This design comes from an exercise in tuning for small area, a short achievable clock period and few clock cycles on the open sky130 flow, not from production work.
Only simulation tests tie the RTL to the original design; equivalence was not proved.
Power and IR drop assume default switching activity.

$ cat flow/design.v
module HW2_divider(Clk, Rst, St, Divisor, Dividend, Quotient, Remainder, Overflow, Done);
	input Clk, Rst, St;
	input [15:0] Divisor;
	input [15:0] Dividend;
	output [15:0] Quotient;
	output [15:0] Remainder;
	output Overflow;
	output reg Done;
	reg [15:0] R;      
	reg [15:0] D;      
	reg [15:0] Q;      
	reg [3:0] cnt;     
	reg ovf;
	wire z8 = ~|Divisor[15:8];
	wire [15:0] n1 = z8 ? {Divisor[7:0], 8'b0} : Divisor;
	wire z4 = ~|n1[15:12];
	wire [15:0] n2 = z4 ? {n1[11:0], 4'b0} : n1;
	wire z2 = ~|n2[15:14];
	wire [15:0] n3 = z2 ? {n2[13:0], 2'b0} : n2;
	wire z1 = ~n3[15];
	wire [15:0] n4 = z1 ? {n3[14:0], 1'b0} : n3;
	wire [16:0] diff = {1'b0, R} - {1'b0, D};
	wire ge = ~diff[16];
	assign Quotient = Q;
	assign Remainder = R;
	assign Overflow = ovf;
	always @(posedge Clk) begin
		if (Rst)
			Done <= 1'b1;
		else if (Done)
			Done <= ~St;
		else if (cnt == 4'd0 || ovf)
			Done <= 1'b1;
	end
	always @(posedge Clk) begin
		if (Done) begin
			D <= n4;
			cnt <= {z8, z4, z2, z1};
			if (St) begin
				R <= Dividend;
				Q <= 16'd0;
				ovf <= ~|Divisor;
			end
		end else begin
			if (ge) R <= diff[15:0];
			Q <= {Q[14:0], ge};
			D <= {1'b0, D[15:1]};
			cnt <= cnt - 4'd1;
		end
	end
endmodule
$ cat flow/flow/run.sh
#!/bin/bash
# The standard layout, with each port buffered by a small buffer instead of
# the delay cell that buffer_ports picks by default, and synthesis leaves
# adders to abc instead of mapping them to fa/ha cells.
set -euo pipefail
bash standard.sh "BUFFER_PORTS_ARGS=-buffer_cell sky130_fd_sc_hd__buf_1" "ADDER_MAP_FILE=" finish > standard.log 2>&1
$ cat flow/standard.sh
#!/bin/bash
# synth_recipe.tcl (not shown) runs the flow's synth.tcl, then flattens the netlist and writes it again
# the make line also repeats each setting of config.mk as NAME=value (left out here)
make -C /OpenROAD-flow-scripts/flow DESIGN_CONFIG=/design/flow/config.mk WORK_HOME=/design/flow/orfs CLKGATE_MAP_FILE= SYNTH_SCRIPT=/design/flow/synth_recipe.tcl "${@:-finish}"
$ cat flow/config.mk
export PLATFORM = sky130hd
export DESIGN_NAME = HW2_divider
export DESIGN_NICKNAME = HW2_divider
export VERILOG_FILES = /design/flow/design.v
export SDC_FILE = /design/flow/constraint.sdc
export NUM_CORES = 4
export LEC_CHECK = 0
export ABC_AREA = 1
export ABC_CLOCK_PERIOD_IN_PS = 2000
export CAP_MARGIN = 20
export CORE_MARGIN = 2
export CORE_UTILIZATION = 40
export SETUP_SLACK_MARGIN = 3.3
export SLEW_MARGIN = 20
$ cat flow/constraint.sdc
create_clock -name core_clock -period 6.0 [get_ports {Clk}]
set_input_delay 1.2000 -clock core_clock [delete_from_list [all_inputs] [get_ports {Clk}]]
set_output_delay 1.2000 -clock core_clock [all_outputs]
set_load 0.01 [all_outputs]
==> results.txt <==
==> cell type report <==
class | count | share of cell area, %
Clock inverter | 3 | 0.709
Timing Repair Buffer | 73 | 7.83
Sequential cell | 54 | 34.9
Clock buffer | 5 | 1.69
Multi-Input combinational cell | 387 | 43.9
Inverter | 82 | 7.70
Tap cell | 108 | 3.33
==> cells by family (layout without fill, tap and decap cells) <==
group	after synthesis	in the layout	synth area share [%]
AND/OR/NAND/NOR	320	322	38.3
XOR/XNOR	8	8	1.96
buffers and inverters	95	163	11.1
AO/OA/AOI/OAI	57	57	9.15
flip-flops	54	54	39.6
==> flip-flops by register name, summed over array words and instances, names as in the netlist <==
name  count
D        16
Q        16
cnt       4
Done      1
ovf       1
R        16
==> Yosys cell counts, types with 2 or more instances <==
master	count
a21o_1	2
a21oi_1	19
a31oi_1	6
buf_1	2
buf_6	4
clkbuf_1	6
dfxtp_1	21
edfxtp_1	33
inv_1	78
inv_2	2
inv_4	2
nand2_1	183
nand2_2	4
nand2_4	4
nand3_1	41
nand3_2	2
nor2_1	71
nor2_4	5
nor3_1	3
o211ai_1	2
o21ai_0	21
o21ai_1	2
o21bai_1	2
or2_2	5
xnor2_1	2
xor2_1	6
==> repair_timing <==
| action | in CTS | in global routing |
|---|---|---|
| cloned | 0 | 2 |
| gates resized for setup | 1 | 4 |
| endpoints found under the setup margin | 1 | 31 |
| pin swaps | 0 | 4 |
| setup buffers | 0 | 3 |
==> metrics by stage <==
step / utilization, % / setup slack, ns
finish: 46.8 / 3.47
global route: 46.8 / 3.30
CTS: 46.0 / 3.31
detailed placement: 44.8 / 3.07
global placement: 44.8 / 3.18
floorplan: - / 3.44
==> routing by layer <==
layer	wire length, microns	share of wire [%]	vias to the layer above
met5	0	0	-
met4	85	1.0	0
met3	282	3.4	5
met2	3970	47	64
met1	4060	48	1495
li1	-	-	1815
==> worst paths after layout <==
kind	start	endpoint	slack [ns]
min reg2reg	cnt[0]$_DFF_P_	cnt[0]$_DFF_P_	0.49
max	Done$_SDFF_PP1_	Done	3.47
min	cnt[0]$_DFF_P_	cnt[0]$_DFF_P_	0.49
max reg2reg	R[0]$_DFFE_PP_	R[0]$_DFFE_PP_	3.61
==> power groups by stage <==
stage	sequential [mW]	clock, mW	combinational [mW]
finish	0.487	0.219	0.386
global route	0.495	0.236	0.447
CTS	0.488	0.225	0.381
detailed placement	0.496	0	0.379
global placement	0.494	0	0.377
floorplan	0.497	0	0.281
==> worst reg2reg max path: cells and delay by family, from the launching register on <==
kind          cells  cell delay (ns)
flops             1             0.42
simple gates     13             1.63
==> placed cells by master (no fill, tap or decap) <==
cell type	netlist	final
nor2_4	5	5
edfxtp_1	33	33
nand3_2	2	2
nor3_1	3	3
o21ai_1	2	3
buf_1	2	68
o21bai_1	2	2
o21bai_2	1	1
inv_2	2	2
dfxtp_4	0	1
a21oi_1	19	19
o211ai_1	2	2
nand3_1	41	41
inv_4	2	2
inv_8	0	1
nand3b_1	1	1
clkinv_4	0	2
buf_4	1	3
clkbuf_8	0	5
xor2_1	6	6
o21ai_0	21	20
nand2_4	4	5
nand2_2	4	4
o22ai_1	1	1
nor4_1	1	1
xnor2_1	2	2
dfxtp_1	21	20
a31oi_1	6	6
nor2_1	71	71
or2_2	5	5
a21o_1	2	2
buf_12	0	2
a21oi_4	1	1
nand2_1	183	182
inv_1	78	78
nor2_2	0	2
==> qor.yml <==
die:
  dieArea_sq_um: 9690
  die_h_microns: 98.5
  start_util_pct: 41.1
  coreArea_sq_um: 8680
  io_pins: 69
  die_w_microns: 98.5
  rows: 34
timing:
  min_period_ns: 2.53
  hold_violations: 0
  max_freq_ghz: 0.396
  setup_tns_ns: 0
  relSlewSlack_pct: 69.0
  hold_slack_ns: 0.493
  worstMarginPinSlew_ns: 0.460
  rsz0062_at_grt: "false"
  finalMaxSlewViolations: 0
  clock_skew_ns: 0.00954
  finalCritPeriodShare_pct: 42.1
  setup_viol: 0
place:
  dpl-instance-area_sq_um: 3890
  dp_cells: 699
  gp_congestion: 0.889
  dpl.hpwl_mm: 6.42
  portBuffers: 68
clock_tree:
  path_clk_slew_ns: 0.11
  cts_buffers: 5
  clk_latency_ns: 0.31
  cts_root_buf: "clkbuf_8"
  htreeDepth: 2
  cts_tree: "built"
  numClockSinks: 54
  cts_hold_buf: 0
  clk_path_buf_depth: 2
detailed_routing:
  num_vias: 3379
  dr.pass1.iters: 5
  drc_errors: 0
  wirelength_mm: 8.40
  wire_per_inst_microns: 11.8
  antenna_left: 0
  vias_per_cell: 4.75
  drt_iter0_markers: 162
power:
  ir_worst_vdd_v: 0.000141
  finalPower_mw: 1.09
  p_seq_share_pct: 44.6
  power_density_nw_per_um2: 269
  p_switching_uw: 424
  switching_share_pct: 38.8
  p_leak_nw: 1.96
  p_int_uw: 668
  clkPwrFrac_pct: 20.1
  p_comb_share_pct: 35.3
critical_path:
  crit_arrival_ns: 1.33
  crit_buf_inv: 2
  crit_chain: "buf_4 > buf_1"
  crit_required_ns: 4.80
  setup.worst_path.class: "reg -> out"
  cp.depth: 2
  max_stage_delay_ns: 0.52
  worstPathMaxFanout: 23
  start_kind: "register"
  end_kind: "primary output"
  cp_slowest_cell: "dfxtp_4"
  reg2regPathDepth: 13
  crit_family: "flip-flops"
status:
  status: "complete, no violations"
hold_path:
  hold_depth: 1
  min_path_type: "reg -> reg"
final_layout:
  drive_above_1_share_pct: 7.12
  antennaDiodeCount: 0
  fin_area_sq_um: 4060
  multiInputGateArea_sq_um: 1780
  seq_area_sq_um: 1420
  nFillCells: 924
  instances_no_fill: 712
  nets: 638
  syn2layout_area_growth_pct: 13.8
yosys:
  synthArstFlopShare_pct: 0
  synth_top_cell_by_area: "edfxtp_1"
  yosys_most_used_dff: "edfxtp_1"
  ys_seq_elements: 54
  synth.top_cell.area_share_pct: 27.8
  synth_cells: 534
  synth_area_per_cell_sq_um: 6.68
  synth_area_leaders: "edfxtp_1, nand2_1, dfxtp_1"
  synth_warnings: 1
  synth_edf_count: 33
  syn_nets: 569
  seq_area_frac_synth_pct: 39.6
  ys_types: 32
  synth_area_sq_um: 3570
global_route:
  use_met3_pct: 2.55
  grt_pass1_vias: 3181
  grt_max_degree: 39
  use_met2_pct: 29.1
  met1_usage_pct: 22.8
  grt-ovfl-total: 0
  grt.total_usage_pct: 17.2
  antenna_found_initial: 0
  grt_pass1_wl_mm: 13.9
  grt.busiest_layer: "met2"
run:
  drv_cap: 0
Testbench counts, summed over its fixed seeds: cycles 83,106.

static timing again, ports no longer ideal:
In the flow no input, the clock included, has a driving cell. The finished layout below was timed again as built, in two steps.
Step 1: set_driving_cell puts a clkbuf_16 on Clk and a buf_2 on each other input, an assumption about the parent block.
Step 2 adds t to the input delays and takes it off the output delays; t is the mean of the earliest and latest rising clock arrival at the registers after step 1. Input paths then give back, and output paths get back, about the clock's delay inside the block.
a / b / c = ideal ports / drivers / drivers and shift; a / b = the first two.
t, ns: 0.339
slack for setup (ns): 3.472 / 3.441 / 3.146
hold slack, ns: 0.493 / 0.493 / 0.493
clock arrival spread, ns: 0.009 / 0.010
pins driven straight from the clock port: 1
After both steps setup and hold are still met in this run. For this run, drivers alone change the setup slack by -0.031 ns; drivers and shift together by -0.326 ns.
